What follows belongs to an exercise in optimizing a design on an open flow for small area, a short achievable clock period and few clock cycles; a production flow would make more cautious choices.
In this exercise RTL edits were held to simulation tests only and were not proved equivalent to the original.
Power is estimated from default activity; no workload was simulated.

### design/flow/constraint.sdc
create_clock -name core_clock -period 10.0 [get_ports {clk}]
set_input_delay 2.0000 -clock core_clock [delete_from_list [all_inputs] [get_ports {clk}]]
set_output_delay 2.0000 -clock core_clock [all_outputs]
set_load 0.01 [all_outputs]
### design/flow/design.v
module CHIP (	clk,
				rst_n,
				mem_read_D,
				mem_write_D,
				mem_addr_D,
				mem_wdata_D,
				mem_rdata_D,
				mem_ready_D,
				mem_read_I,
				mem_write_I,
				mem_addr_I,
				mem_wdata_I,
				mem_rdata_I,
				mem_ready_I,
				DCACHE_addr,
				DCACHE_wdata,
				DCACHE_wen
			);
input			clk, rst_n;
output			mem_read_D;
output			mem_write_D;
output	[31:4]	mem_addr_D;
output	[127:0]	mem_wdata_D;
input	[127:0]	mem_rdata_D;
input			mem_ready_D;
output			mem_read_I;
output			mem_write_I;
output	[31:4]	mem_addr_I;
output	[127:0]	mem_wdata_I;
input	[127:0]	mem_rdata_I;
input			mem_ready_I;
output	[29:0]	DCACHE_addr;
output	[31:0]	DCACHE_wdata;
output			DCACHE_wen;
wire [29:0] if_pc;
wire        if_hit;
wire [31:0] if_word;
wire [8:0]  if_coff;
wire        if_ptk;
wire        d_ren;
wire [31:0] d_rdata;
wire        d_stall;
wire [5:0]  d_nset;
wire        ld_kill, ld_pend, ld_done, ld_busy;
wire [31:0] ld_ddata;
	RISCV_Pipeline i_RISCV(
		.clk        (clk),
		.rst_n      (rst_n),
		.if_pc      (if_pc),
		.if_hit     (if_hit),
		.if_word    (if_word),
		.if_coff    (if_coff),
		.if_ptk     (if_ptk),
		.d_ren      (d_ren),
		.d_wen      (DCACHE_wen),
		.d_addr     (DCACHE_addr),
		.d_nset     (d_nset),
		.d_wdata    (DCACHE_wdata),
		.d_rdata    (d_rdata),
		.d_stall    (d_stall),
		.ld_kill    (ld_kill),
		.ld_pend    (ld_pend),
		.ld_done    (ld_done),
		.ld_ddata   (ld_ddata),
		.ld_busy    (ld_busy)
	);
	cache D_cache(
		.clk        (clk),
		.rst_n      (rst_n),
		.proc_read  (d_ren),
		.proc_write (DCACHE_wen),
		.proc_addr  (DCACHE_addr),
		.proc_nset  (d_nset),
		.proc_wdata (DCACHE_wdata),
		.proc_rdata (d_rdata),
		.proc_stall (d_stall),
		.ld_kill    (ld_kill),
		.ld_pend    (ld_pend),
		.ld_done    (ld_done),
		.ld_ddata   (ld_ddata),
		.ld_busy    (ld_busy),
		.mem_read   (mem_read_D),
		.mem_write  (mem_write_D),
		.mem_addr   (mem_addr_D),
		.mem_wdata  (mem_wdata_D),
		.mem_rdata  (mem_rdata_D),
		.mem_ready  (mem_ready_D)
	);
	cache_read_only I_cache(
		.clk        (clk),
		.rst_n      (rst_n),
		.pc         (if_pc),
		.hit        (if_hit),
		.word       (if_word),
		.coff       (if_coff),
		.ptk        (if_ptk),
		.mem_read   (mem_read_I),
		.mem_addr   (mem_addr_I),
		.mem_rdata  (mem_rdata_I),
		.mem_ready  (mem_ready_I)
	);
	assign mem_write_I = 1'b0;
	assign mem_wdata_I = 128'd0;
endmodule
module RISCV_Pipeline(
    input              clk,
    input              rst_n,
    output     [29:0]  if_pc,
    input              if_hit,
    input      [31:0]  if_word,
    input      [8:0]   if_coff,
    input              if_ptk,
    output             d_ren,
    output             d_wen,
    output     [29:0]  d_addr,
    output     [5:0]   d_nset,      
    output     [31:0]  d_wdata,
    input      [31:0]  d_rdata,
    input              d_stall,
    input              ld_kill,     
    input              ld_pend,     
    input              ld_done,     
    input      [31:0]  ld_ddata,
    output             ld_busy      
);
    localparam OP_LUI = 5'b01101;
    wire freeze = d_stall;
    integer k;
    reg  [29:0] pc;
    assign if_pc = pc;
    wire [31:0] if_inst = if_word;       
    wire [8:0]  foff  = if_coff;
    wire [8:0]  fsum  = pc[8:0] + foff;
    wire        f_pred = if_ptk;
    wire [29:0] f_tgt = {pc[29:9], fsum[8:0]};
    reg         d_v;
    reg         d_fp;        
    reg  [31:0] d_inst;
    reg  [29:0] d_pc;
    reg         e_v;
    reg  [29:0] e_pc;
    reg  [31:0] e_a, e_b;
    reg  [12:0] e_imm;           
    reg  [4:0]  e_rd;
    reg         e_we, e_ld, e_st, e_br, e_jal, e_jalr, e_pt;
    reg  [2:0]  e_f3;
    reg         e_f7;        
    reg  [3:0]  e_fam, e_fbm;    
    reg  [3:0]  e_fym;           
    reg  [31:0] e_y;
    reg         e_sub;
    reg         e_selsum;        
    reg  [31:0] m_resx;          
    reg         m_we, m_ld, m_st;
    reg  [4:0]  m_rd;
    reg  [31:0] m_res;
    reg  [31:0] m_sd;
    reg         w_we;
    reg  [4:0]  w_rd;
    reg  [31:0] w_res;
    wire [4:0] op  = d_inst[6:2];
    wire [4:0] rs1 = d_inst[19:15];
    wire [4:0] rs2 = d_inst[24:20];
    wire [4:0] rd  = d_inst[11:7];
    wire is_r    = (op == 5'b01100);
    wire is_i    = (op == 5'b00100);
    wire is_ld   = (op == 5'b00000);
    wire is_st   = (op == 5'b01000);
    wire is_br   = (op == 5'b11000);
    wire is_jal  = (op == 5'b11011);
    wire is_jalr = (op == 5'b11001);
    wire we      = (is_r | is_i | is_ld | is_jal | is_jalr) && (rd != 5'd0);
    wire use1    = is_r | is_i | is_ld | is_st | is_br | is_jalr;
    wire use2    = is_r | is_st | is_br;
    reg [31:0] imm;
    always @(*) begin
        if (is_st)       imm = {{21{d_inst[31]}}, d_inst[30:25], d_inst[11:7]};
        else if (is_br)  imm = {{20{d_inst[31]}}, d_inst[7], d_inst[30:25], d_inst[11:8], 1'b0};
        else if (is_jal) imm = {{12{d_inst[31]}}, d_inst[19:12], d_inst[20], d_inst[30:21], 1'b0};
        else             imm = {{21{d_inst[31]}}, d_inst[30:20]};
    end
    wire [31:0] rf_a, rf_b;
    wire        rf_we = w_we || pw_v;
    wire [4:0]  rf_wa = w_we ? w_rd : pw_rd;
    wire [31:0] rf_wd = w_we ? w_res : pw_d;
    register_file rf(
        .clk(clk), .rst_n(rst_n),
        .we(rf_we), .wa(rf_wa), .wd(rf_wd),
        .ra(rs1), .rb(rs2), .da(rf_a), .db(rf_b)
    );
    wire [31:0] m_ldv = {d_rdata[7:0], d_rdata[15:8], d_rdata[23:16], d_rdata[31:24]};
    wire [31:0] w_nxt = m_ld ? m_ldv : m_res;
    reg         pw_v;        
    reg  [4:0]  pl_rd, pw_rd;
    reg  [31:0] pw_d;
    reg         pl_dead;
    wire [31:0] ld_word = {ld_ddata[7:0], ld_ddata[15:8], ld_ddata[23:16], ld_ddata[31:24]};
    wire        ldb1 = ld_done && !pl_dead && pl_rd == rs1 && rs1 != 5'd0;
    wire        ldb2 = ld_done && !pl_dead && pl_rd == rs2 && rs2 != 5'd0;
    wire        fm1  = m_we && !m_ld && m_rd == rs1;
    wire        fm2  = m_we && !m_ld && m_rd == rs2;
    wire [31:0] id_a = fm1 ? m_res : (w_we && w_rd == rs1) ? w_res :
                       (pw_v && pw_rd == rs1) ? pw_d : ldb1 ? ld_word : rf_a;
    wire [31:0] id_b = fm2 ? m_res : (w_we && w_rd == rs2) ? w_res :
                       (pw_v && pw_rd == rs2) ? pw_d : ldb2 ? ld_word : rf_b;
    wire sub_d = (is_r && d_inst[30] && d_inst[14:12] == 3'b000) ||
                 ((is_r || is_i) && d_inst[14:12] == 3'b010);
    assign ld_busy = pw_v;
    wire [4:0] sb_rd  = pl_rd;
    wire       sb_act = ld_pend && !ld_done && sb_rd != 5'd0;
    wire sb_stall = sb_act && ((use1 && rs1 == sb_rd) || (use2 && rs2 == sb_rd));
    wire ld_stall = d_v && ((e_v && e_ld && e_we &&
                    ((use1 && e_rd == rs1) || (use2 && e_rd == rs2))) ||
                    (m_ld && m_we && ((use1 && m_rd == rs1) || (use2 && m_rd == rs2))) ||
                    sb_stall);
    wire same     = (rs1 == rs2);
    wire pred_t   = is_jal || (is_br && (same ? !d_inst[12] : (d_inst[31] || d_inst[12])));
    wire [29:0] id_tgt = d_pc + imm[31:2];
    reg  [31:0] fa, fb;
    always @(*) begin
        for (k = 0; k < 4; k = k + 1) begin
            fa[8*k +: 8] = e_fam[k] ? m_res[8*k +: 8] : e_a[8*k +: 8];
            fb[8*k +: 8] = e_fbm[k] ? m_res[8*k +: 8] : e_b[8*k +: 8];
        end
    end
    wire [31:0] x  = fa;
    reg  [31:0] yy;
    always @(*) begin
        for (k = 0; k < 4; k = k + 1)
            yy[8*k +: 8] = e_fym[k] ? m_resx[8*k +: 8] : e_y[8*k +: 8];
    end
    wire [31:0] y  = yy;     
    reg  [31:0] pg, pp, sum;
    integer dd;
    always @(*) begin
        pg = x & yy;
        pp = x ^ yy;
        pg[0] = pg[0] | (pp[0] & e_sub);
        for (dd = 1; dd < 32; dd = dd * 2)
            for (k = 31; k >= dd; k = k - 1) begin
                pg[k] = pg[k] | (pp[k] & pg[k-dd]);
                pp[k] = pp[k] & pp[k-dd];
            end
        sum = (x ^ yy) ^ {pg[30:0], e_sub};
    end
    wire [7:0]  lsum = x[7:0] + e_imm[7:0];          
    assign d_nset = lsum[7:2];
    wire        lt   = (x[31] ^ yy[31] ^ e_sub) ? x[31] : sum[31];
    wire        shl  = (e_f3 == 3'b001);
    reg  [31:0] xr;
    always @(*) for (k = 0; k < 32; k = k + 1) xr[k] = x[31-k];
    wire [31:0] sin  = shl ? xr : x;
    wire        sfill = e_f7 & x[31] & !shl;
    wire [31:0] sr   = $signed({sfill, sin}) >>> y[4:0];
    reg  [31:0] srr;
    always @(*) for (k = 0; k < 32; k = k + 1) srr[k] = sr[31-k];
    wire [31:0] shv  = shl ? srr : sr;
    reg [31:0] alu;      
    always @(*) begin
        case (e_f3)
            3'b001: alu = shv;
            3'b010: alu = {31'd0, lt};
            3'b100: alu = x ^ y;
            3'b101: alu = shv;
            3'b110: alu = x | y;
            default: alu = x & y;
        endcase
    end
    wire [29:0] e_pc4   = e_pc + 30'd1;
    wire [31:0] e_oth   = (e_jal || e_jalr) ? {e_pc4, 2'b00} : alu;
    wire [31:0] e_res   = e_selsum ? sum : e_oth;
    wire        eq      = (fa == fb);
    wire        taken   = eq ^ e_f3[0];
    wire [29:0] e_btgt  = e_pc + {{19{e_imm[12]}}, e_imm[12:2]};
    wire        br_mis  = e_v && e_br && (taken != e_pt);
    wire        ex_redir = br_mis || (e_v && e_jalr);
    wire [29:0] ex_tgt  = e_jalr ? sum[31:2] : (taken ? e_btgt : e_pc4);
    assign d_ren   = m_ld;
    assign d_wen   = m_st;
    assign d_addr  = m_res[31:2];
    assign d_wdata = m_sd;
    wire id_adv   = !ld_stall;                       
    wire id_redir = d_v && pred_t && !d_fp && id_adv;    
    always @(posedge clk or negedge rst_n) begin
        if (!rst_n) begin
            pc  <= 30'd0;
            d_v <= 1'b0;
            e_v <= 1'b0;
            e_we <= 1'b0; e_ld <= 1'b0; e_st <= 1'b0; e_br <= 1'b0;
            e_jal <= 1'b0; e_jalr <= 1'b0;
            m_we <= 1'b0; m_ld <= 1'b0; m_st <= 1'b0;
        end else if (!freeze) begin
            if (ex_redir) begin
                pc  <= ex_tgt;
                d_v <= 1'b0;
            end else if (ld_stall) begin
            end else if (id_redir) begin
                pc  <= id_tgt;
                d_v <= 1'b0;
            end else begin
                d_v <= if_hit;
                if (if_hit) pc <= f_pred ? f_tgt : pc + 30'd1;
            end
            if (ex_redir || ld_stall || !d_v) begin
                e_v <= 1'b0;
                e_we <= 1'b0; e_ld <= 1'b0; e_st <= 1'b0; e_br <= 1'b0;
                e_jal <= 1'b0; e_jalr <= 1'b0;
            end else begin
                e_v <= 1'b1;
                e_we <= we; e_ld <= is_ld; e_st <= is_st; e_br <= is_br;
                e_jal <= is_jal; e_jalr <= is_jalr;
            end
            m_we <= e_we; m_ld <= e_ld; m_st <= e_st;
        end
    end
    always @(posedge clk or negedge rst_n) begin
        if (!rst_n) w_we <= 1'b0;
        else        w_we <= m_we && !ld_kill && !freeze;
    end
    always @(posedge clk) begin
        w_rd  <= m_rd;
        w_res <= w_nxt;
    end
    wire w_pl = w_we && w_rd == pl_rd;
    always @(posedge clk or negedge rst_n) begin
        if (!rst_n) begin
            pw_v    <= 1'b0;
            pl_dead <= 1'b0;
        end else begin
            if (ld_kill) pl_dead <= 1'b0;
            else if (ld_pend && w_pl) pl_dead <= 1'b1;
            if (ld_done) pw_v <= !(pl_dead || w_pl) && sb_rd != 5'd0;
            else if (!w_we || w_rd == pw_rd) pw_v <= 1'b0;
        end
    end
    always @(posedge clk) begin
        if (ld_kill && !freeze) pl_rd <= m_rd;
        if (ld_done) begin
            pw_rd <= sb_rd;
            pw_d  <= {ld_ddata[7:0], ld_ddata[15:8], ld_ddata[23:16], ld_ddata[31:24]};
        end
    end
    always @(posedge clk) begin
        if (!freeze) begin
            if (!ld_stall) begin
                d_inst <= if_inst;
                d_pc   <= pc;
                d_fp   <= f_pred;
            end
            e_pc  <= d_pc;
            e_a   <= id_a;
            e_b   <= id_b;
            e_imm <= imm[12:0];
            e_rd  <= rd;
            e_pt  <= pred_t;
            e_f3  <= d_inst[14:12];
            e_f7  <= d_inst[30];
            e_fam <= {4{e_we && e_rd == rs1}};
            e_fbm <= {4{e_we && e_rd == rs2}};
            e_fym <= {4{e_we && e_rd == rs2 && (is_r || is_br)}};
            e_y   <= (is_r || is_br ? id_b : imm) ^ {32{sub_d}};
            e_sub <= sub_d;
            e_selsum <= is_ld || is_st || ((is_r || is_i) && d_inst[14:12] == 3'b000);
            m_rd  <= e_rd;
            m_res <= e_res;
            m_resx <= e_res ^ {32{sub_d}};
            m_sd  <= {fb[7:0], fb[15:8], fb[23:16], fb[31:24]};
        end
    end
endmodule
module register_file(
    input         clk,
    input         rst_n,
    input         we,
    input  [4:0]  wa,
    input  [31:0] wd,
    input  [4:0]  ra,
    input  [4:0]  rb,
    output [31:0] da,
    output [31:0] db
);
    reg [31:0] r [1:31];
    reg [31:1] ok;
    wire [31:0] okx = {ok, 1'b0};
    assign da = okx[ra] ? r[ra] : 32'd0;
    assign db = okx[rb] ? r[rb] : 32'd0;
    always @(posedge clk or negedge rst_n) begin
        if (!rst_n) ok <= 31'd0;
        else if (we && wa != 5'd0) ok[wa] <= 1'b1;
    end
    always @(posedge clk) begin
        if (we && wa != 5'd0) r[wa] <= wd;
    end
endmodule
module cache #(
    parameter IW = 1             
)(
    input              clk,
    input              rst_n,
    input              proc_read,
    input              proc_write,
    input      [29:0]  proc_addr,
    input      [5:0]   proc_nset,    
    input      [31:0]  proc_wdata,
    output     [31:0]  proc_rdata,
    output             proc_stall,
    output             ld_kill,
    output             ld_pend,
    output             ld_done,
    output     [31:0]  ld_ddata,
    input              ld_busy,
    output             mem_read,
    output             mem_write,
    output     [27:0]  mem_addr,
    output     [127:0] mem_wdata,
    input      [127:0] mem_rdata,
    input              mem_ready
);
    localparam S  = 1 << IW;
    localparam W  = 4;               
    localparam N  = W * S;           
    localparam LT = 6;               
    localparam TW = LT;
    localparam RB = 28 - IW - LT;    
    integer i, j, w;
    reg [31:0]   data  [0:4*N-1];    
    reg [TW-1:0] tag   [0:N-1];
    reg [N-1:0]  valid, dirty;
    reg [3:0]    wv    [0:N-1];
    reg [2:0]    plru  [0:S-1];      
    function [1:0] plru_victim;
        input [2:0] b;
        plru_victim = b[0] ? {1'b1, b[2]} : {1'b0, b[1]};
    endfunction
    function [2:0] plru_touch;
        input [2:0] b;
        input [1:0] wy;
        begin
            plru_touch = b;
            plru_touch[0] = !wy[1];
            if (wy[1]) plru_touch[2] = !wy[0];
            else       plru_touch[1] = !wy[0];
        end
    endfunction
    wire [27:0]   line = proc_addr[29:2];
    wire [1:0]    wsel = proc_addr[1:0];
    wire [IW-1:0] set  = line[IW-1:0];
    wire [IW-1:0] nset = proc_nset[IW+1:2];
    wire          acc  = proc_read || proc_write;
    reg  [RB-1:0] dreg;              
    wire          inreg = line[27:IW+LT] == dreg;
    wire [TW-1:0] ltag  = line[IW+LT-1:IW];
    reg  [TW-1:0] mt  [0:W-1];
    reg  [W-1:0]  mv;
    reg  [3:0]    mwv [0:W-1];
    reg  [W-1:0]  h, wvs;
    always @(*) begin
        for (w = 0; w < W; w = w + 1) begin
            h[w]   = mv[w] && (mt[w] == ltag) && inreg;
            wvs[w] = mwv[w][wsel];
        end
    end
    wire          tmatch = |h;
    wire [1:0]    hw   = {h[3] | h[2], h[3] | h[1]};
    wire [IW+1:0] hl   = {hw, set};                  
    reg  [1:0]    m_vw;                              
    reg           m_vd;                              
    wire [IW+1:0] vl   = {m_vw, set};                
    wire [IW+1:0] al   = tmatch ? hl : vl;           
    reg          rd_act, wr_act;
    reg          pf_v, pf_iss;       
    reg  [IW+LT-1:0] pf_addr;      
    reg  [IW+1:0] pf_l;
    reg          pq_v;               
    reg  [IW+LT-1:0] pq_addr;
    reg  [IW+1:0] pq_l;
    reg  [127:0] wbuf;
    reg  [27:0]  waddr;
    reg          wbuf_v;
    reg          vc_v;               
    reg  [IW+1:0] vc_l;
    reg           sp_v;
    reg  [IW+1:0] sp_l;
    reg  [1:0]    sp_w;
    reg  [31:0]   sp_d;
    wire          fwd_fill = rd_act && mem_ready && pf_l == hl;
    reg  [3:0]    r_ws;
    reg  [S-1:0]  r_so;
    reg  [31:0]   rdm;
    reg  [31:0]   rdw [0:W-1];
    integer       s2;
    always @(*) begin
        rdm = 32'd0;
        for (j = 0; j < 4; j = j + 1)
            if (r_ws[j]) rdm = rdm | mem_rdata[32*j +: 32];
        for (w = 0; w < W; w = w + 1) begin
            rdw[w] = 32'd0;
            for (s2 = 0; s2 < S; s2 = s2 + 1)
                for (j = 0; j < 4; j = j + 1)
                    if (r_so[s2] && r_ws[j]) rdw[w] = rdw[w] | data[4*(S*w+s2)+j];
        end
    end
    reg  [31:0]   rdata;
    always @(*) begin
        rdata = 32'd0;
        for (w = 0; w < W; w = w + 1)
            if (h[w])
                rdata = rdata |
                    (!wvs[w] ? rdm :
                     (sp_v && sp_l == {w[1:0], set} && sp_w == wsel) ? sp_d :
                     rdw[w]);
    end
    assign proc_rdata = rdata;
    wire sp_hold    = sp_v && rd_act && mem_ready && (sp_l != pf_l);
    wire vict_dirty = m_vd;
    wire alloc_ok   = !pq_v && !(vict_dirty && wbuf_v) && !(sp_v && sp_l == vl) &&
                      !(pf_v && pf_l == vl);
    wire alloc      = acc && !tmatch && inreg && alloc_ok && !(proc_write && sp_hold);
    wire          oreg  = acc && !inreg;
    wire          quiet = !pf_v && !pq_v && !dl_v && !sp_v && !vc_v;
    wire [N-1:0]  dl_lines = valid & dirty;
    wire          any_d = |dl_lines;
    reg  [IW+1:0] ev_l;
    always @(*) begin
        ev_l = {(IW+2){1'b0}};
        for (i = N - 1; i >= 0; i = i - 1)
            if (dl_lines[i]) ev_l = i;
    end
    wire          rmove = oreg && quiet && !any_d;
    wire          evict = oreg && quiet && any_d && !wbuf_v;
    reg          dl_v;
    reg  [1:0]   dl_w;
    reg  [IW+1:0] dl_l;
    wire         defer = proc_read && !dl_v && !ld_busy &&
                         (tmatch ? (!(|(h & wvs)) && !fwd_fill) : alloc);
    assign ld_kill  = defer;
    assign ld_pend  = dl_v;
    assign ld_done  = dl_v && rd_act && mem_ready && pf_l == dl_l;
    assign ld_ddata = mem_rdata[32*dl_w +: 32];
    wire          dl_ok = !dl_v && !ld_busy;
    wire          st_h = proc_read && !fwd_fill && !dl_ok;
    wire          st_m = proc_read ? !(alloc_ok && dl_ok) : (proc_write && !alloc_ok);
    assign proc_stall = (proc_write && sp_hold) ||
                        (|(h & ~wvs) && st_h) || (!tmatch && (inreg ? st_m : acc));
    wire st_do      = proc_write && (tmatch || alloc) && !sp_hold;
    wire rdone   = rd_act && mem_ready;
    wire wdone   = wr_act && mem_ready;
    wire free    = !(rd_act || wr_act) || mem_ready;
    wire a_free  = !pf_v || rdone;
    wire [27:0] rd_line = {dreg, (pf_v && !pf_iss) ? pf_addr : pq_v ? pq_addr : line[IW+LT-1:0]};
    wire rd_want = (pf_v && !pf_iss) || (a_free && (pq_v || alloc));
    wire rd_ok   = !wbuf_v || wdone || (waddr != rd_line);
    wire go_rd   = free && rd_want && rd_ok;
    wire go_wr   = free && !go_rd && wbuf_v && !wdone;
    assign mem_read  = rd_act;
    assign mem_write = wr_act;
    reg  [27:0] maddr;
    assign mem_addr  = maddr;
    assign mem_wdata = wbuf;
    reg [N-1:0] valid_n;
    always @(*) begin
        valid_n = valid;
        if (rmove) valid_n = {N{1'b0}};
        if (evict) valid_n[ev_l] = 1'b0;
        if (alloc) valid_n[vl] = 1'b1;
    end
    reg [2:0]   plru_n [0:S-1];
    reg [N-1:0] vd_n;
    always @(*) begin
        for (i = 0; i < S; i = i + 1)
            plru_n[i] = (acc && (tmatch || alloc) && set == i) ? plru_touch(plru[i], al[IW+1:IW]) : plru[i];
        for (i = 0; i < N; i = i + 1) begin
            if (rmove || (evict && ev_l == i)) vd_n[i] = 1'b0;
            else if (alloc && vl == i)     vd_n[i] = proc_write;
            else if (st_do && hl == i)     vd_n[i] = 1'b1;
            else                           vd_n[i] = valid[i] && dirty[i];
        end
    end
    wire [1:0] vwS = plru_victim(plru[set]);
    wire [1:0] vwN = plru_victim(plru[nset]);
    wire vdS = vd_n[{vwS, set}];
    wire vdN = vd_n[{vwN, nset}];
    always @(posedge clk or negedge rst_n) begin
        if (!rst_n) begin
            rd_act <= 1'b0;
            wr_act <= 1'b0;
            wbuf_v <= 1'b0;
            pf_v   <= 1'b0;
            pf_iss <= 1'b0;
            pq_v   <= 1'b0;
            sp_v   <= 1'b0;
            vc_v   <= 1'b0;
            valid  <= {N{1'b0}};
            dirty  <= {N{1'b0}};
            for (i = 0; i < S; i = i + 1) plru[i] <= 3'd0;
            mv     <= {W{1'b0}};
            m_vw   <= 2'd0;
            m_vd   <= 1'b0;
            dl_v   <= 1'b0;
            ta_v   <= 1'b0;
        end else begin
            ta_v   <= alloc;
            if (defer) dl_v <= 1'b1;
            else if (ld_done) dl_v <= 1'b0;
            m_vw <= proc_stall ? vwS : vwN;
            m_vd <= proc_stall ? vdS : vdN;
            for (w = 0; w < W; w = w + 1)
                mv[w] <= proc_stall ? valid_n[{w[1:0], set}] : valid_n[{w[1:0], nset}];
            valid <= valid_n;
            if (evict) begin
                dirty[ev_l] <= 1'b0;
                wbuf_v      <= 1'b1;
            end
            if (free) begin
                rd_act <= go_rd;
                wr_act <= go_wr;
            end
            if (wdone) wbuf_v <= 1'b0;
            if (a_free) begin
                pf_v   <= pq_v || alloc;
                pf_iss <= go_rd;
                pq_v   <= pq_v && alloc;
            end else begin
                if (go_rd) pf_iss <= 1'b1;
                if (alloc) pq_v <= 1'b1;
            end
            sp_v <= st_do || sp_hold;
            vc_v <= (alloc && vict_dirty) || evict;
            for (i = 0; i < S; i = i + 1) plru[i] <= plru_n[i];
            if (alloc) begin
                dirty[vl] <= proc_write;
                if (vict_dirty) wbuf_v <= 1'b1;
            end else if (st_do) begin
                dirty[hl] <= 1'b1;
            end
        end
    end
    reg [31:0] wbus [0:3];
    always @(*) begin
        for (j = 0; j < 4; j = j + 1)
            wbus[j] = (sp_v && !sp_hold && sp_w == j) ? sp_d : mem_rdata[32*j +: 32];
    end
    reg [3:0] wv_n [0:N-1];
    always @(*) begin
        for (i = 0; i < N; i = i + 1)
            for (j = 0; j < 4; j = j + 1) begin
                if (st_do && al == i && wsel == j)
                    wv_n[i][j] = 1'b1;
                else if (alloc && vl == i)
                    wv_n[i][j] = 1'b0;
                else if (rdone && pf_l == i)
                    wv_n[i][j] = 1'b1;
                else
                    wv_n[i][j] = wv[i][j];
            end
    end
    reg           ta_v;
    reg  [IW+1:0] ta_l;
    reg  [TW-1:0] ta_t;
    reg  [TW-1:0] mt_n [0:W-1];
    reg  [3:0]    mwv_n [0:W-1];
    reg  [IW+1:0] ls, ln;
    always @(*) begin
        for (w = 0; w < W; w = w + 1) begin
            ls = {w[1:0], set};
            ln = {w[1:0], nset};
            if (proc_stall)
                mt_n[w] = (alloc && vl == ls) ? ltag : (ta_v && ta_l == ls) ? ta_t : tag[ls];
            else
                mt_n[w] = (alloc && vl == ln) ? ltag : (ta_v && ta_l == ln) ? ta_t : tag[ln];
            mwv_n[w] = proc_stall ? wv_n[ls] : wv_n[ln];
        end
    end
    always @(posedge clk) begin
        if (!proc_stall) begin
            r_ws <= 4'b0001 << proc_nset[1:0];
            r_so <= {{(S-1){1'b0}}, 1'b1} << nset;
        end
        for (w = 0; w < W; w = w + 1) begin
            mt[w]  <= mt_n[w];
            mwv[w] <= mwv_n[w];
        end
        ta_l <= vl;
        ta_t <= ltag;
        if (rmove) dreg <= line[27:IW+LT];
        if (ta_v) tag[ta_l] <= ta_t;
        if (defer) begin
            dl_w <= wsel;
            dl_l <= al;
        end
        if (go_rd) maddr <= rd_line;
        else if (go_wr) maddr <= waddr;
        if (a_free) begin
            if (pq_v) begin
                pf_addr <= pq_addr;
                pf_l    <= pq_l;
            end else begin
                pf_addr <= line[IW+LT-1:0];
                pf_l    <= vl;
            end
        end
        if (alloc) begin
            pq_addr  <= line[IW+LT-1:0];
            pq_l     <= vl;
        end
        if (alloc && vict_dirty) begin
            waddr    <= {dreg, tag[vl], set};
            vc_l     <= vl;
        end else if (evict) begin
            waddr    <= {dreg, tag[ev_l], ev_l[IW-1:0]};
            vc_l     <= ev_l;
        end
        if (vc_v)
            wbuf <= {data[{vc_l, 2'd3}], data[{vc_l, 2'd2}], data[{vc_l, 2'd1}], data[{vc_l, 2'd0}]};
        if (st_do && !sp_hold) begin
            sp_l <= al;
            sp_w <= wsel;
            sp_d <= proc_wdata;
        end
        for (i = 0; i < N; i = i + 1) begin
            for (j = 0; j < 4; j = j + 1) begin
                wv[i][j] <= wv_n[i][j];
                if ((sp_v && !sp_hold && sp_l == i && sp_w == j) ||
                    (rdone && pf_l == i && !wv[i][j]))
                    data[4*i+j] <= wbus[j];
            end
        end
    end
endmodule
module cache_read_only #(
    parameter IW = 3,            
    parameter PD = 3,            
    parameter LT = 4             
)(
    input              clk,
    input              rst_n,
    input      [29:0]  pc,
    output             hit,
    output     [31:0]  word,
    output     [8:0]   coff,        
    output             ptk,         
    output             mem_read,
    output     [27:0]  mem_addr,
    input      [127:0] mem_rdata,
    input              mem_ready
);
    localparam N  = 1 << IW;
    localparam RB = 28 - IW - LT;
    reg [111:0]  data  [0:N-1];
    reg [LT-1:0] tag   [0:N-1];
    reg [RB-1:0] region;
    reg [N-1:0]  valid;
    reg [3:0]    pt    [0:N-1];   
    wire [27:0]   line = pc[29:2];
    wire [IW-1:0] idx  = line[IW-1:0];
    reg          act;
    reg  [27:0]  maddr;
    wire         done = act && mem_ready;
    wire chit = valid[idx] && (tag[idx] == line[IW+LT-1:IW]) && (region == line[27:IW+LT]);
    wire byp  = done && maddr == line;
    assign hit  = chit || byp;
    wire [111:0] ld = data[idx];
    wire [27:0] cw = ld[pc[1:0]*28 +: 28];
    wire [31:0] cword = decomp(cw);
    assign coff  = {cw[26:21], cw[7:5]};
    wire [31:0] bw = mem_rdata[pc[1:0]*32 +: 32];
    assign word  = byp ? {bw[7:0], bw[15:8], bw[23:16], bw[31:24]} : cword;
    function [27:0] comp;
        input [31:0] w;      
        reg   [31:0] ins;
        reg   [2:0]  c;
        begin
            ins = {w[7:0], w[15:8], w[23:16], w[31:24]};
            case (ins[6:2])
                5'b01100: c = 3'd1;      
                5'b00100: c = 3'd2;      
                5'b00000: c = 3'd3;      
                5'b01000: c = 3'd4;      
                5'b11000: c = 3'd5;      
                5'b11011: c = 3'd6;      
                5'b11001: c = 3'd7;      
                default:  c = 3'd0;      
            endcase
            if (c == 3'd6)
                comp = {ins[31:25], ins[11:9], ins[21:12], ins[24:22], ins[8:7], c};
            else
                comp = {ins[31:7], c};
        end
    endfunction
    function [31:0] decomp;
        input [27:0] c;
        reg   [4:0]  op;
        begin
            case (c[2:0])
                3'd1: op = 5'b01100;
                3'd2: op = 5'b00100;
                3'd3: op = 5'b00000;
                3'd4: op = 5'b01000;
                3'd5: op = 5'b11000;
                3'd6: op = 5'b11011;
                3'd7: op = 5'b11001;
                default: op = 5'b11111;
            endcase
            if (c[2:0] == 3'd6)
                decomp = {c[27:21], c[7:5], c[17:8], c[20:18], c[4:3], op, 2'b11};
            else
                decomp = {c[27:3], op, 2'b11};
        end
    endfunction
    wire [3:0] ptl = pt[idx];
    assign ptk  = chit && ptl[pc[1:0]];
    function pred;
        input [31:0] w;      
        input [6:0]  la;     
        input [1:0]  k;      
        reg   [31:0] ins;
        reg   [8:0]  off;
        reg          fits;
        reg   [9:0]  s;
        begin
            ins  = {w[7:0], w[15:8], w[23:16], w[31:24]};
            if (ins[3]) begin
                off  = ins[30:22];
                fits = &{ins[31], ins[19:12], ins[20], ins[30]} ||
                       !(|{ins[31], ins[19:12], ins[20], ins[30]});
            end else begin
                off  = {ins[30:25], ins[11:9]};
                fits = &{ins[31], ins[7], ins[30]} || !(|{ins[31], ins[7], ins[30]});
            end
            s    = {1'b0, la, k} + {1'b0, off};
            pred = ((ins[6:2] == 5'b11011) ||
                    ((ins[6:2] == 5'b11000) &&
                     ((ins[19:15] == ins[24:20]) ? !ins[12] : (ins[31] || ins[12])))) &&
                   fits && (s[9] == ins[31]);
        end
    endfunction
    wire         free = !act || mem_ready;
    reg  [27:0] pline;
    reg         phit;
    always @(posedge clk) begin
        pline <= line;
        phit  <= hit;
    end
    wire          pout = pline[27:IW+LT] != region;
    wire [IW+LT:0] l1 = {1'b0, pline[IW+LT-1:0]} + 1'd1;
    wire [IW+LT:0] l2 = {1'b0, pline[IW+LT-1:0]} + 2'd2;
    wire [IW+LT:0] l3 = {1'b0, pline[IW+LT-1:0]} + 2'd3;
    wire [IW-1:0] i1 = l1[IW-1:0];
    wire [IW-1:0] i2 = l2[IW-1:0];
    wire [IW-1:0] i3 = l3[IW-1:0];
    wire [IW+LT-1:0] mlow = maddr[IW+LT-1:0];
    wire p0 = phit || (done && maddr == pline);
    wire p1 = pout || l1[IW+LT] || (valid[i1] && tag[i1] == l1[IW+LT-1:IW]) || (done && mlow == l1[IW+LT-1:0]);
    wire p2 = (PD < 2) || pout || l2[IW+LT] || (valid[i2] && tag[i2] == l2[IW+LT-1:IW]) || (done && mlow == l2[IW+LT-1:0]);
    wire p3 = (PD < 3) || pout || l3[IW+LT] || (valid[i3] && tag[i3] == l3[IW+LT-1:IW]) || (done && mlow == l3[IW+LT-1:0]);
    wire         want = !p0 || !p1 || !p2 || !p3;
    wire [IW+LT-1:0] nlow = !p1 ? l1[IW+LT-1:0] : !p2 ? l2[IW+LT-1:0] : l3[IW+LT-1:0];
    wire [27:0]  nxt  = !p0 ? pline : {region, nlow};
    assign mem_read = act;
    assign mem_addr = maddr;
    always @(posedge clk or negedge rst_n) begin
        if (!rst_n) begin
            act   <= 1'b0;
            valid <= {N{1'b0}};
        end else begin
            if (free) act <= want;
            if (done) begin
                if (maddr[27:IW+LT] == region) begin
                    valid[maddr[IW-1:0]] <= 1'b1;
                end else begin
                    valid <= {N{1'b0}};
                    valid[maddr[IW-1:0]] <= 1'b1;
                end
            end
        end
    end
    always @(posedge clk) begin
        if (free && want)
            maddr <= nxt;
        if (done) begin
            data[maddr[IW-1:0]] <= {comp(mem_rdata[127:96]), comp(mem_rdata[95:64]),
                                    comp(mem_rdata[63:32]), comp(mem_rdata[31:0])};
            tag[maddr[IW-1:0]]  <= maddr[IW+LT-1:IW];
            pt[maddr[IW-1:0]]   <= {pred(mem_rdata[127:96], maddr[6:0], 2'd3),
                                    pred(mem_rdata[95:64],  maddr[6:0], 2'd2),
                                    pred(mem_rdata[63:32],  maddr[6:0], 2'd1),
                                    pred(mem_rdata[31:0],   maddr[6:0], 2'd0)};
            region <= maddr[27:IW+LT];
        end
    end
endmodule
### design/flow/run.sh
#!/bin/bash
# synth_recipe.tcl (not shown) runs the flow's synth.tcl, then flattens the netlist and writes it again
# the make line also repeats each setting of config.mk as NAME=value (left out here)
make -C /OpenROAD-flow-scripts/flow DESIGN_CONFIG=/design/flow/config.mk WORK_HOME=/design/flow/orfs CLKGATE_MAP_FILE= SYNTH_SCRIPT=/design/flow/synth_recipe.tcl finish
### design/flow/config.mk
export PLATFORM = sky130hd
export DESIGN_NAME = CHIP
export DESIGN_NICKNAME = CHIP
export VERILOG_FILES = /design/flow/design.v
export SDC_FILE = /design/flow/constraint.sdc
export NUM_CORES = 4
export LEC_CHECK = 0
export CAP_MARGIN = 20
export CORE_MARGIN = 2
export CORE_UTILIZATION = 40
export PLACE_DENSITY = 0.6
export SETUP_SLACK_MARGIN = 5
export SLEW_MARGIN = 20
==> flow_summary.toml, run 1 <==
[critical_path]
crit_family = "buffers and inverters"
critPathLaunch = "D_cache.r_ws[3]"
reg2regPathDepth = 13
crit_chain = "buf_4 -> buf_4 -> and2_4 -> buf_4 -> buf_4 -> a22o_1 -> a221oi_1 -> nand4_1 -> o21ai_0 -> o22ai_1 -> nor3_1 -> buf_4 -> a21oi_1"
worst-path-max-fanout = 50
worstPathArrival_ps = 6010
crit_buf_inv = 5
cp_slowest_stage_delay_ps = 810
critical_path_required_ps = 10980
critical_path_depth = 13
startpoint_type = "register"
r2r-start = "D_cache.r_ws[3]"
cp-endpoint = "i_RISCV.w_res[30]"
reg2reg_setup_slack_ps = 4970
cpMostUsedCell = "buf_4"
worstReg2RegEnd = "i_RISCV.w_res[30]"
setup.worst_path.end_class = "register"
crit_path_top_delay_cell = "buf_4"
crit_type = "register to register"

[floorplan]
io_pins = 639
rows = 255
die_w_um = 701
initial_core_util = 0.402
core-area_mm2 = 0.483
dieArea_mm2 = 0.491
die_height_um = 701

[timing]
final.setup.tns_ps = 0
slew_headroom = 0.140
fmax_ghz = 0.199
setup_viol = 0
layout_worst_path_cycle_share = 0.503
hold_viol = 0
rsz0062_at_grt = "true"
drv_slew = 0
fin_hold_ws_ps = 447
tightest_slew_ps = 1290
period_needed_ps = 5030
worst_slack_ps = 4970
skew_ps = 113

[layout]
multi_input_area_mm2 = 0.0731
layout-drive-gt1-share = 0.202
fin_area_mm2 = 0.222
most-common-layout-cells = "edfxtp_1 (3703), mux4_2 (1068), nor2_1 (763)"
fin_nets = 13957
area_growth_pct = 14.4
final_common_cell = "edfxtp_1"
instances_no_fill = 20308
regArea_mm2 = 0.118
fillers = 42169

[grt]
grt_max_degree = 142
grt_overflow = 0
grt_usage = 0.281
antenna_found_initial = 61
grt_pass1_wl_mm = 984
grt_pass1_vias = 125761

[placement]
post_dp_cell_area_mm2 = 0.207
dp_hpwl_mm = 447
gp_congestion = 0.954
place_inst = 19441
post-place-ws_ps = 2620
io_buffers = 501

[yosys]
synthSimpleGateAreaFrac = 0.0541
synth_area_leader_cell = "edfxtp_1"
yosys_warnings = 15
synth_top_area_frac = 0.572
synthMuxAreaShare = 0.175
synth_edf_count = 3703
synth.area.top_cells = "edfxtp_1 (57%), mux4_2 (12%), mux2i_1 (2.6%)"
synth-xor-area-share = 0.0276
synth.ff_latch_count = 3984
ys_async_sr_fraction = 0.0309
postSynthCellCount = 13130
synthFlopType = "edfxtp_1"
synth-seq-area-share = 0.605
synth_compound_area_frac = 0.0958
synth_top_family_by_area = "multiplexers"
synth_fa_ha_area_frac = 0.0135
synth.avg_cell_area_um2 = 14.8
syn-cell-area_mm2 = 0.194
ys_types = 110

[power_and_ir_drop]
leakagePower_nw = 74.8
powerDensity_mw_per_mm2 = 171
ir_worst_vdd_v = 0.000187

[clocking]
cts.clk_slew.worst_paths_ps = 60
numCtsBuffers = 424
clock-root-buffer = "clkbuf_16"
cts-htree-levels = 5
cts.path.max_buffers = 4
tritoncts = "done"
clk_latency_ps = 1050
cts_num_sinks = 3984

[routing]
postRouteAntennaNets = 0
drt-pass1-iter-count = 8
via_per_inst = 6.41
drt_iter0_markers = 18036
totalWireLength_mm = 713
vias = 130223
drc = 0
post_drt_wl_per_cell_um = 35.1

[job]
max_cap_viol_count = 0

[outcome]
status = "complete, no violations"

[worst_hold_path]
hold_path_class = "register to register"
==> synthesized netlist by cell type, drive strengths merged, types with 189 or more instances <==
| master | instances |
|---|---|
| a21oi | 586 |
| a221oi | 240 |
| a22o | 193 |
| a22oi | 392 |
| buf | 419 |
| clkbuf | 661 |
| edfxtp | 3703 |
| ha | 201 |
| inv | 196 |
| mux2 | 432 |
| mux2i | 508 |
| mux4 | 1068 |
| nand2 | 680 |
| nand4 | 189 |
| nor2 | 818 |
| o211ai | 191 |
| o21ai | 441 |
| xnor2 | 255 |
| xor2 | 355 |
==> kinds of logic after synthesis <==
kind of cell | Yosys count
compound gates | 2732
xor+xnor | 610
other cells | 1
buf+inv | 1281
fa+ha+maj | 206
mux | 2008
simple gates | 2308
flops | 3984
==> worst min path at each step <==
stage / start / to / slack, ps / depth (start not counted)
2_1_floorplan: i_RISCV.pc[12] / I_cache.pline[10] / 360 / 0
3_3_place_gp: i_RISCV.d_pc[12] / i_RISCV.e_pc[12] / 440 / 0
3_5_place_dp: i_RISCV.d_pc[3] / i_RISCV.e_pc[3] / 450 / 0
4_1_cts: i_RISCV.d_pc[11] / i_RISCV.e_pc[11] / 450 / 0
5_1_grt: i_RISCV.d_pc[11] / i_RISCV.e_pc[11] / 460 / 0
6_report: i_RISCV.d_pc[11] / i_RISCV.e_pc[11] / 450 / 0
==> final cells by class <==
| type | instances | share of cell area |
|---|---|---|
| Sequential cell | 3984 | 0.529 |
| Clock buffer | 524 | 0.0504 |
| Timing Repair inverter | 2 | 0.0000563 |
| Multi-Input combinational cell | 7996 | 0.329 |
| Inverter | 201 | 0.00358 |
| Timing Repair Buffer | 882 | 0.0380 |
| Antenna cell | 24 | 0.000270 |
| Clock inverter | 270 | 0.0134 |
| Tap cell | 6425 | 0.0362 |
==> flip-flops by register name, summed over array words and instances (netlist names), 48 cells and up, named ones only <==
| name | cells |
|---|---|
| D_cache.data | 1024 |
| D_cache.tag | 48 |
| D_cache.wbuf | 128 |
| i_RISCV.rf.r | 992 |
| I_cache.data | 896 |
==> per-stage QoR <==
stage / total power [mW] / utilization
floorplan: 20.7 / -
global placement: 22.0 / 0.428
detailed placement: 22.0 / 0.428
CTS: 38.0 / 0.459
global route: 38.9 / 0.460
finish: 38.0 / 0.460
==> timing repair <==
item | CTS | global route
endpoints found under the hold margin | 0 | 0
setup endpoints to repair | 440 | 233
resized for setup | 58 | 50
pin swaps | 7 | 6
gates cloned | 5 | 4
hold buffers | 0 | 0
buffers inserted | 18 | 21
==> routing by layer <==
metal | share of wire | vias to the layer above | GRT usage
met3 | 0.12 | 1962 | 0.0819
met2 | 0.45 | 8552 | 0.433
met4 | 0.065 | 32 | 0.153
li1 | - | 53104 | -
met5 | 0.00030 | - | 0
met1 | 0.37 | 66573 | 0.358
==> report_power, final <==
part | internal (mW) | switching, mW | total [mW] | leakage, nW
combinational | 1.08 | 1.91 | 2.99 | 30.7
sequential | 18.5 | 0.308 | 18.8 | 37.3
clock | 9.28 | 6.97 | 16.3 | 6.85
Testbench counts, summed over its fixed seeds: cycles 12,711.
==> inputs of run 2 (changes only) <==
==> design/flow/config.mk (replaced) <==
export PLATFORM = sky130hd
export DESIGN_NAME = CHIP
export DESIGN_NICKNAME = CHIP
export VERILOG_FILES = /design/flow/design.v
export SDC_FILE = /design/flow/constraint.sdc
export NUM_CORES = 4
export LEC_CHECK = 0
export CAP_MARGIN = 10
export CORE_MARGIN = 2
export CORE_UTILIZATION = 30
export PLACE_DENSITY = 0.5
export SETUP_SLACK_MARGIN = 5
export SLEW_MARGIN = 10
==> flow_summary.toml, run 2 <==
[timing]
layout_worst_path_cycle_share = 0.501
skew_ps = 135
worst_slack_ps = 4990
setup_viol = 0
tightest_slew_ps = 1340
rsz0062_at_grt = "true"
final.setup.tns_ps = 0
fin_hold_ws_ps = 456
slew_headroom = 0.101
fmax_ghz = 0.199
period_needed_ps = 5010
drv_slew = 0
hold_viol = 0

[clocking]
tritoncts = "done"
cts.path.max_buffers = 4
cts-htree-levels = 5
cts.clk_slew.worst_paths_ps = 60
clk_latency_ps = 1110
cts_num_sinks = 3984
numCtsBuffers = 431
clock-root-buffer = "clkbuf_16"

[yosys]
postSynthCellCount = 13130
yosysMostFrequentCell = "edfxtp_1"
synth_area_leader_cell = "edfxtp_1"
ys_types = 110
ys_async_sr_fraction = 0.0309
synth.ff_latch_count = 3984
synth_edf_count = 3703
synthFlopType = "edfxtp_1"
synthTopCellsByCount = "edfxtp_1 (3703), mux4_2 (1068), nor2_1 (816)"
yosys_warnings = 15
synth_top_area_frac = 0.572
synth-seq-area-share = 0.605
synth.area.top_cells = "edfxtp_1 (57%), mux4_2 (12%), mux2i_1 (2.6%)"
synth.avg_cell_area_um2 = 14.8
syn-cell-area_mm2 = 0.194

[grt]
grt_max_degree = 131
grt_use_met3 = 0.0576
grt_pass1_wl_mm = 1040
use_met1 = 0.296
grt_busiest_layer = "met2"
gr-usage-met2 = 0.350
grt_pass1_vias = 125862
grt_usage = 0.225
antenna_found_initial = 57
grt_overflow = 0

[placement]
io_buffers = 501
gp_congestion = 0.941
dp_hpwl_mm = 480
post-place-ws_ps = 2830

[layout]
multi_input_area_mm2 = 0.0733
reg.largest.list = "D_cache.data x1024, i_RISCV.rf.r x992, I_cache.data x896"
regArea_mm2 = 0.118
final_common_cell = "edfxtp_1"
top_register = "D_cache.data"
most-common-layout-cells = "edfxtp_1 (3703), mux4_2 (1068), nor2_1 (762)"
fillers = 62032
fin_nets = 13982
largest_register_ffs = 1024
layout-drive-gt1-share = 0.203
area_growth_pct = 16.1

[floorplan]
dieArea_mm2 = 0.654
core-area_mm2 = 0.645
die_height_um = 809
initial_core_util = 0.301
io_pins = 639
rows = 295
die_w_um = 809

[critical_path]
worstPathArrival_ps = 5960
worst-path-max-fanout = 92
startpoint_type = "register"
critical_path_required_ps = 10950
setup.worst_path.end_class = "register"
crit_type = "register to register"

[routing]
post_drt_wl_per_cell_um = 34.1
drc = 0
via_per_inst = 5.77
postRouteAntennaNets = 0
drt-pass1-iter-count = 6
vias = 130052
totalWireLength_mm = 768
drt_iter0_markers = 16181

[power_and_ir_drop]
ir_worst_vdd_v = 0.000192
total_power_mw = 38.3
leakagePower_nw = 75.1
powerDensity_mw_per_mm2 = 170

[job]
max_cap_viol_count = 0

[worst_hold_path]
hold_path_class = "register to register"

[outcome]
status = "complete, no violations"
run 2: routing by layer:
layer,vias up,routed length [um],share of wire
met5,-,77,0.00010
met4,14,39300,0.051
met1,67628,301000,0.39
li1,53181,-,-
met2,7591,347000,0.45
met3,1638,79900,0.10
run 2: repair_timing:
| action | 4_1_cts | 5_1_grt |
|---|---|---|
| hold buffers | 0 | 0 |
| buffers inserted | 22 | 18 |
| gates cloned | 2 | 4 |
| pin swaps | 8 | 6 |
| setup endpoints to repair | 705 | 615 |
| gates resized for setup | 64 | 70 |
run 2: final cells by class:
cell class,instances,share of cell area
antenna,43,0.000477
tap,8613,0.0478
multi-input combinational,7996,0.325
clock buffer,537,0.0506
inverter,201,0.00363
sequential,3984,0.521
timing repair buffer,902,0.0385
clock inverter,262,0.0132
run 2: power by group:
group,internal (mW),leakage [nW],total [mW],switching [mW]
combinational,1.09,30.9,3.05,1.96
sequential,18.5,37.3,18.8,0.299
clock,9.40,6.96,16.5,7.12
run 2: final timing paths:
path                                   from               end  slack (ps)  cells after the start
max                        i_RISCV.m_res[7]     i_RISCV.pc[0]        4990                     12
min                        i_RISCV.d_pc[14]  i_RISCV.e_pc[14]         460                      0
max reg2reg                i_RISCV.m_res[7]     i_RISCV.pc[0]        4990                     12
min reg2reg                i_RISCV.d_pc[14]  i_RISCV.e_pc[14]         460                      0
max in group asynchronous             rst_n     i_RISCV.pc[3]        7550                      2
min in group asynchronous             rst_n       I_cache.act         940                      1
run 2: cells by family after synthesis:
family | Yosys count | synth area share
flops | 3984 | 0.605
buf+inv | 1281 | 0.0291
fa+ha+maj | 206 | 0.0135
xor+xnor | 610 | 0.0276
simple gates | 2308 | 0.0541
other cells | 1 | 0.0000193
compound gates | 2732 | 0.0958
mux | 2008 | 0.175
run 2: through the flow:
step / area (um^2) / util / std cells
detailed placement: 210000 / 0.325 / 21650
floorplan: 195000 / - / 13258
global route: 225000 / 0.349 / 22505
CTS: 225000 / 0.349 / 22473
finish: 226000 / 0.350 / 22538
global placement: 210000 / 0.325 / 21650
run 2: worst max-delay path, stage by stage, from the launching register on:
cell and delay (ps):
edfxtp_1 650, xor2_1 270, nor4_2 690, nor2_1 180
nor2_2 210, inv_1 130, xor2_1 200, a311o_2 380
nand2_8 190, clkinv_16 230, nand2_2 460, a211oi_1 750
a221o_1 220
==> inputs of run 3 (changes only) <==
--- a/design/flow/config.mk
+++ b/design/flow/config.mk
@@ -7,7 +7,7 @@
 export LEC_CHECK = 0
 export CAP_MARGIN = 10
 export CORE_MARGIN = 2
-export CORE_UTILIZATION = 30
-export PLACE_DENSITY = 0.5
+export CORE_UTILIZATION = 22
+export PLACE_DENSITY = 0.4
 export SETUP_SLACK_MARGIN = 5
 export SLEW_MARGIN = 10
==> flow_summary.toml, run 3 <==
[floorplan]
io_pins = 639
dieArea_mm2 = 0.890
die_w_um = 944
die_height_um = 944
initial_core_util = 0.220
rows = 345
core-area_mm2 = 0.881

[clocking]
clk_latency_ps = 1110
cts.path.max_buffers = 4
cts.clk_slew.worst_paths_ps = 60
cts-htree-levels = 5
postCtsHoldBufs = 0
cts_num_sinks = 3984
clock-root-buffer = "clkbuf_16"
tritoncts = "done"
numCtsBuffers = 441

[yosys]
postSynthCellCount = 13130
synth.ff_latch_count = 3984
synth_top_area_frac = 0.572
ys_types = 110
yosysMostFrequentCell = "edfxtp_1"
yosys_warnings = 15
synth.avg_cell_area_um2 = 14.8
synth_edf_count = 3703
synthFlopType = "edfxtp_1"
synthTopCellsByCount = "edfxtp_1 (3703), mux4_2 (1068), nor2_1 (816)"
synth-seq-area-share = 0.605
syn-cell-area_mm2 = 0.194
ys_async_sr_fraction = 0.0309
synth.area.top_cells = "edfxtp_1 (57%), mux4_2 (12%), mux2i_1 (2.6%)"
synth_area_leader_cell = "edfxtp_1"

[timing]
fmax_ghz = 0.200
rsz0062_at_grt = "false"
hold_viol = 0
layout_worst_path_cycle_share = 0.501
tightest_slew_ps = 1270
final.setup.tns_ps = 0
period_needed_ps = 5010
slew_headroom = 0.148
skew_ps = 145
drv_slew = 0
setup_viol = 0

[routing]
wl_met2_mm = 392
routed.top_layer = "met5"
via_per_inst = 5.02
drc = 0
drt_iter0_markers = 16369
postRouteAntennaNets = 0
wl_met1_mm = 358
totalWireLength_mm = 853
drt-pass1-iter-count = 9
post_drt_wl_per_cell_um = 33.1
vias = 129329
dr_wl_met3_mm = 69.1

[layout]
utilization = 0.261
multi_input_area_mm2 = 0.0734
reg.largest.list = "D_cache.data x1024, i_RISCV.rf.r x992, I_cache.data x896"
fin_area_mm2 = 0.230
most-common-layout-cells = "edfxtp_1 (3703), mux4_2 (1068), nor2_1 (760)"
regArea_mm2 = 0.118
layout-drive-gt1-share = 0.208
fillers = 90342
largest_register_ffs = 1024
top_register = "D_cache.data"
area_growth_pct = 18.4
fin_nets = 14034
final_common_cell = "edfxtp_1"

[critical_path]
critPathLaunch = "D_cache.vc_l[2]"
reg2reg_setup_slack_ps = 4990
worst-path-max-fanout = 59
startpoint_type = "register"
crit_type = "register to register"
setup.worst_path.end_class = "register"
r2r-start = "D_cache.vc_l[2]"
critical_path_required_ps = 10800
worstPathArrival_ps = 5800
worstReg2RegEnd = "D_cache.wbuf[15]"
cp-endpoint = "D_cache.wbuf[15]"
reg2regPathDepth = 7

[grt]
grt_usage = 0.183
grt_pass1_vias = 126383
grt_max_degree = 112
grt_pass1_wl_mm = 1140
antenna_found_initial = 91
grt_overflow = 0

[power_and_ir_drop]
p_sw_mw = 9.70
total_power_mw = 38.5
ir_worst_vdd_v = 0.000167
powerDensity_mw_per_mm2 = 168
internal_power_mw = 28.8
pwr-share-seq = 0.489
pwr-share-clk = 0.429
switching_share = 0.252
leakagePower_nw = 75.4
combPwrFrac = 0.082

[placement]
post_dp_cell_area_mm2 = 0.214
dp_hpwl_mm = 552
gp_congestion = 0.875
io_buffers = 501

[job]
max_cap_viol_count = 0

[worst_hold_path]
holdPathStages = 0
hold_path_class = "register to register"

[outcome]
status = "complete, no violations"
==> run 3: worst min-delay path by stage <==
| stage | startpoint | to | slack (ps) |
|---|---|---|---|
| 2_1_floorplan | i_RISCV.pc[12] | I_cache.pline[10] | 360 |
| 3_3_place_gp | i_RISCV.d_pc[14] | i_RISCV.e_pc[14] | 450 |
| 3_5_place_dp | i_RISCV.pc[9] | i_RISCV.d_pc[9] | 450 |
| 4_1_cts | i_RISCV.pc[9] | i_RISCV.d_pc[9] | 450 |
| 5_1_grt | i_RISCV.pc[9] | i_RISCV.d_pc[9] | 460 |
| 6_report | i_RISCV.d_pc[6] | i_RISCV.e_pc[6] | 450 |
==> run 3: area by class of cell <==
cell class	count	area share
multi-input combinational	7997	0.319
inverter	201	0.00354
tap	11798	0.0642
sequential	3984	0.511
clock buffer	543	0.0504
antenna	34	0.000370
clock inverter	273	0.0115
timing repair inverter	3	0.000114
timing repair buffer	940	0.0394
==> run 3: layer usage <==
| layer | vias to the layer above | GRT usage |
|---|---|---|
| met5 | - | 0 |
| met4 | 34 | 0.0625 |
| met3 | 1370 | 0.0399 |
| met2 | 6061 | 0.294 |
| met1 | 68510 | 0.245 |
| li1 | 53354 | - |
==> run 3: logic make-up (layout without fill, tap and decap cells) <==
group	count (synthesis)	after routing	synth area share
buffers and inverters	1281	1960	0.0291
adder cells (fa/ha/maj)	206	206	0.0135
multiplexers	2008	2008	0.175
AO/OA/AOI/OAI	2732	2735	0.0958
other	1	163	0.0000193
XOR/XNOR	610	610	0.0276
AND/OR/NAND/NOR	2308	2309	0.0541
flip-flops	3984	3984	0.605
==> run 3: per-stage QoR <==
step           worst slack (ps)  std cells  hold slack (ps)
2_1_floorplan              4240      13258              361
3_3_place_gp               2800      24867              447
3_5_place_dp               2750      24868              446
4_1_cts                    5000      25720              453
5_1_grt                    5000      25746              465
6_report                   4990      25773              454
==> run 3: power by group through the flow <==
stage	clock (mW)	sequential, mW	combinational, mW
CTS	16.8	18.8	3.10
finish	16.5	18.8	3.15
detailed placement	0	19.2	3.06
floorplan	0	18.9	1.73
global route	17.5	18.8	3.29
global placement	0	19.2	3.07
==> run 3: critical path, stage by stage (launching register included) <==
cell and delay [ps]:
edfxtp_1 850, buf_4 660, buf_4 760, buf_4 810, nor2_2 440, a22o_1 350
a221oi_1 530, nor2_1 130
==> run 3: timing repair <==
action,in CTS,in global routing
pin swaps,11,9
gates cloned,9,4
setup endpoints to repair,1588,195
gates resized for setup,89,67
setup buffers,27,13
hold endpoints to repair,0,0
==> inputs of run 4 (changes only) <==
--- a/design/flow/design.v
+++ b/design/flow/design.v
@@ -485,7 +485,7 @@
     reg  [31:0]   sp_d;
     wire          fwd_fill = rd_act && mem_ready && pf_l == hl;
     reg  [3:0]    r_ws;
-    reg  [S-1:0]  r_so;
+    reg  [4*S-1:0] r_sk;             
     reg  [31:0]   rdm;
     reg  [31:0]   rdw [0:W-1];
     integer       s2;
@@ -497,7 +497,7 @@
             rdw[w] = 32'd0;
             for (s2 = 0; s2 < S; s2 = s2 + 1)
                 for (j = 0; j < 4; j = j + 1)
-                    if (r_so[s2] && r_ws[j]) rdw[w] = rdw[w] | data[4*(S*w+s2)+j];
+                    if (r_sk[4*s2+j]) rdw[w] = rdw[w] | data[4*(S*w+s2)+j];
         end
     end
     reg  [31:0]   rdata;
@@ -674,7 +674,7 @@
     always @(posedge clk) begin
         if (!proc_stall) begin
             r_ws <= 4'b0001 << proc_nset[1:0];
-            r_so <= {{(S-1){1'b0}}, 1'b1} << nset;
+            r_sk <= {{(4*S-1){1'b0}}, 1'b1} << {nset, proc_nset[1:0]};
         end
         for (w = 0; w < W; w = w + 1) begin
             mt[w]  <= mt_n[w];
--- a/design/flow/config.mk
+++ b/design/flow/config.mk
@@ -7,7 +7,7 @@
 export LEC_CHECK = 0
 export CAP_MARGIN = 10
 export CORE_MARGIN = 2
-export CORE_UTILIZATION = 22
-export PLACE_DENSITY = 0.4
+export CORE_UTILIZATION = 30
+export PLACE_DENSITY = 0.5
 export SETUP_SLACK_MARGIN = 5
 export SLEW_MARGIN = 10
==> flow_summary.toml, run 4 <==
[outcome]
status = "complete, no violations"

[clocking]
cts.path.max_buffers = 4
clk_latency_ps = 1110
cts.clk_slew.worst_paths_ps = 60
cts-htree-levels = 5
clock-root-buffer = "clkbuf_16"
cts_num_sinks = 3990
numCtsBuffers = 441
postCtsHoldBufs = 0
tritoncts = "done"

[yosys]
synth_edf_count = 3709
synth.ff_latch_count = 3990
synthFlopType = "edfxtp_1"
synth-seq-area-share = 0.602
syn-cell-area_mm2 = 0.195
synth_top_area_frac = 0.570
synth.area.top_cells = "edfxtp_1 (57%), mux4_2 (12%), mux2i_1 (2.6%)"
postSynthCellCount = 13202
synth_area_leader_cell = "edfxtp_1"
yosys_warnings = 15
yosysMostFrequentCell = "edfxtp_1"
synth.avg_cell_area_um2 = 14.8
ys_async_sr_fraction = 0.0308
ys_types = 117
synthTopCellsByCount = "edfxtp_1 (3709), mux4_2 (1047), nand2_1 (719)"

[timing]
layout_worst_path_cycle_share = 0.503
skew_ps = 173
final.setup.tns_ps = 0
worst_slack_ps = 4970
slew_headroom = 0.121
setup_viol = 0
tightest_slew_ps = 1310
period_needed_ps = 5030
fmax_ghz = 0.199
fin_hold_ws_ps = 441
drv_slew = 0
hold_viol = 0
rsz0062_at_grt = "false"

[routing]
via_per_inst = 5.82
totalWireLength_mm = 778
drc = 0
postRouteAntennaNets = 0
drt-pass1-iter-count = 8
drt_iter0_markers = 17355
post_drt_wl_per_cell_um = 34.4
vias = 131726

[critical_path]
critical_path_required_ps = 10660
worstPathArrival_ps = 5690
worst-path-max-fanout = 23
crit_family = "compound AO/OA/AOI/OAI gates"
crit_buf_inv = 3
setup.worst_path.end_class = "register"
crit_type = "register to register"
crit_chain = "buf_4 -> mux2i_1 -> inv_1 -> ha_1 -> a21o_1 -> a21oi_1 -> o2111a_1 -> o31a_1 -> buf_4 -> o21bai_1 -> xor2_1 -> nor2_1 -> a21oi_1 -> o31a_1 -> xor2_1"
startpoint_type = "register"
crit_path_top_delay_cell = "mux2i_1"
cp_slowest_stage_delay_ps = 1020

[layout]
area_growth_pct = 15.9
largest_register_ffs = 1024
most-common-layout-cells = "edfxtp_1 (3709), mux4_2 (1047), nand2_1 (712)"
fin_nets = 14079
fillers = 62077
final_common_cell = "edfxtp_1"
fin_area_mm2 = 0.226
layout-drive-gt1-share = 0.201
top_register = "D_cache.data"
reg.largest.list = "D_cache.data x1024, i_RISCV.rf.r x992, I_cache.data x896"

[grt]
grt_usage = 0.227
grt_max_degree = 158
grt_overflow = 0
grt_pass1_wl_mm = 1060
grt_use_met3 = 0.0567
grt_busiest_layer = "met2"
grt_pass1_vias = 126936
use_met1 = 0.304
gr-usage-met2 = 0.351
antenna_found_initial = 86

[worst_hold_path]
hold_path_class = "register to register"

[placement]
io_buffers = 501
post-place-ws_ps = 2940
dp_hpwl_mm = 489
post_dp_cell_area_mm2 = 0.211
gp_congestion = 0.941

[power_and_ir_drop]
powerDensity_mw_per_mm2 = 165
total_power_mw = 37.3
leakagePower_nw = 74.2
ir_worst_vdd_v = 0.000167

[floorplan]
die_height_um = 811
dieArea_mm2 = 0.658
core-area_mm2 = 0.649
rows = 296
initial_core_util = 0.301
die_w_um = 811
io_pins = 639

[job]
max_cap_viol_count = 0
## run 4: power by group
| group | switching, mW | internal (mW) |
|---|---|---|
| Clock | 7.06 | 9.19 |
| Sequential | 0.196 | 18.3 |
| Combinational | 1.61 | 0.901 |
| Total | 8.87 | 28.4 |
## run 4: worst register-to-register path: stages, from the launching register on
cell and delay [ps]:
edfxtp_1 360, buf_4 360, mux2i_1 1040, inv_1 130, ha_1 290, a21o_1 210, a21oi_1 220, o2111a_1 270
o31a_1 330, buf_4 190, o21bai_1 70, xor2_1 370, nor2_1 80, a21oi_1 340, o31a_1 310, xor2_1 90
## run 4: layout make-up
class                      instances  area (um^2)  area share
timing repair inverter             4         22.5   0.0000995
antenna                           33         82.6    0.000365
inverter                         211          816     0.00360
sequential                      3990       118000       0.520
timing repair buffer             916         8760      0.0387
clock buffer                     572        11900      0.0526
clock inverter                   235         2280      0.0101
tap                             8642        10800      0.0478
multi-input combinational       8048        74000       0.327
## run 4: path summary, 6_finish.rpt
| kind | start | to | slack, ps | depth (start not counted) |
|---|---|---|---|---|
| min reg2reg | i_RISCV.d_inst[11] | i_RISCV.e_rd[4] | 440 | 0 |
| max reg2reg | i_RISCV.e_fam[0] | i_RISCV.m_resx[19] | 4970 | 15 |
| max | i_RISCV.e_fam[0] | i_RISCV.m_resx[19] | 4970 | 15 |
| min | i_RISCV.d_inst[11] | i_RISCV.e_rd[4] | 440 | 0 |
| max in group asynchronous | rst_n | D_cache.vc_v | 7910 | 2 |
| min in group asynchronous | rst_n | I_cache.act | 820 | 1 |
## run 4: cell families (layout without fill, tap and decap cells)
| family | count (synthesis) | count (layout) | share of synthesized area |
|---|---|---|---|
| xor+xnor | 590 | 590 | 0.0266 |
| other cells | 1 | 162 | 0.0000192 |
| buf+inv | 1293 | 1938 | 0.0291 |
| flops | 3990 | 3990 | 0.602 |
| mux | 2004 | 2004 | 0.173 |
| fa+ha+maj | 207 | 207 | 0.0135 |
| compound gates | 2916 | 2917 | 0.104 |
| simple gates | 2201 | 2201 | 0.0523 |
## run 4: repair_timing
| item | 4_1_cts | 5_1_grt |
|---|---|---|
| gates cloned | 8 | 1 |
| setup endpoints to repair | 575 | 323 |
| buffers inserted | 22 | 18 |
| pin swaps | 3 | 4 |
| resized for setup | 65 | 36 |
## run 4: layer usage
metal / wire length [um] / part of all wire / vias to the layer above
li1: - / - / 53891
met1: 312000 / 0.40 / 68574
met3: 78200 / 0.10 / 1718
met5: 305 / 0.00039 / -
met2: 348000 / 0.45 / 7493
met4: 40000 / 0.051 / 50
## run 4: stage by stage
step / util / instances
global route: 0.349 / 22619
finish: 0.349 / 22651
global placement: 0.325 / 21761
floorplan: - / 13330
detailed placement: 0.325 / 21762
CTS: 0.348 / 22599
Testbench counts of run 4, summed over its fixed seeds: cycles 12,711.

[separate check: timing with driven ports]
Ports are ideal in the flow. The routed layouts listed here were re-timed in OpenROAD.
Step 1 (the two cells are an assumption about what drives the block):
set clk [get_ports {clk}]
set_driving_cell -lib_cell sky130_fd_sc_hd__clkbuf_16 $clk
set_driving_cell -lib_cell sky130_fd_sc_hd__buf_2 [delete_from_list [all_inputs] $clk]
Step 2, shift: input delay + t, output delay - t, t = (earliest + latest rising clock arrival at the registers) / 2. This alone moves slack from input paths to output paths.
a / b / c = ideal ports / drivers / drivers and shift; a / b = the first two.
run	t, ns	slack for setup (ns)	worst setup path after step 2
run 1	1.126	4.968 / 4.968 / 4.017	input to register
run 2	1.167	4.987 / 4.965 / 4.032	input to register
run 3	1.192	4.992 / 4.992 / 3.955	input to register
run 4	1.127	4.973 / 4.973 / 4.002	input to register
After both steps setup and hold are still met in every run listed. The setup slack of run 3, which loses most, moves by 0.000 ns with the drivers and by -1.037 ns with both steps.
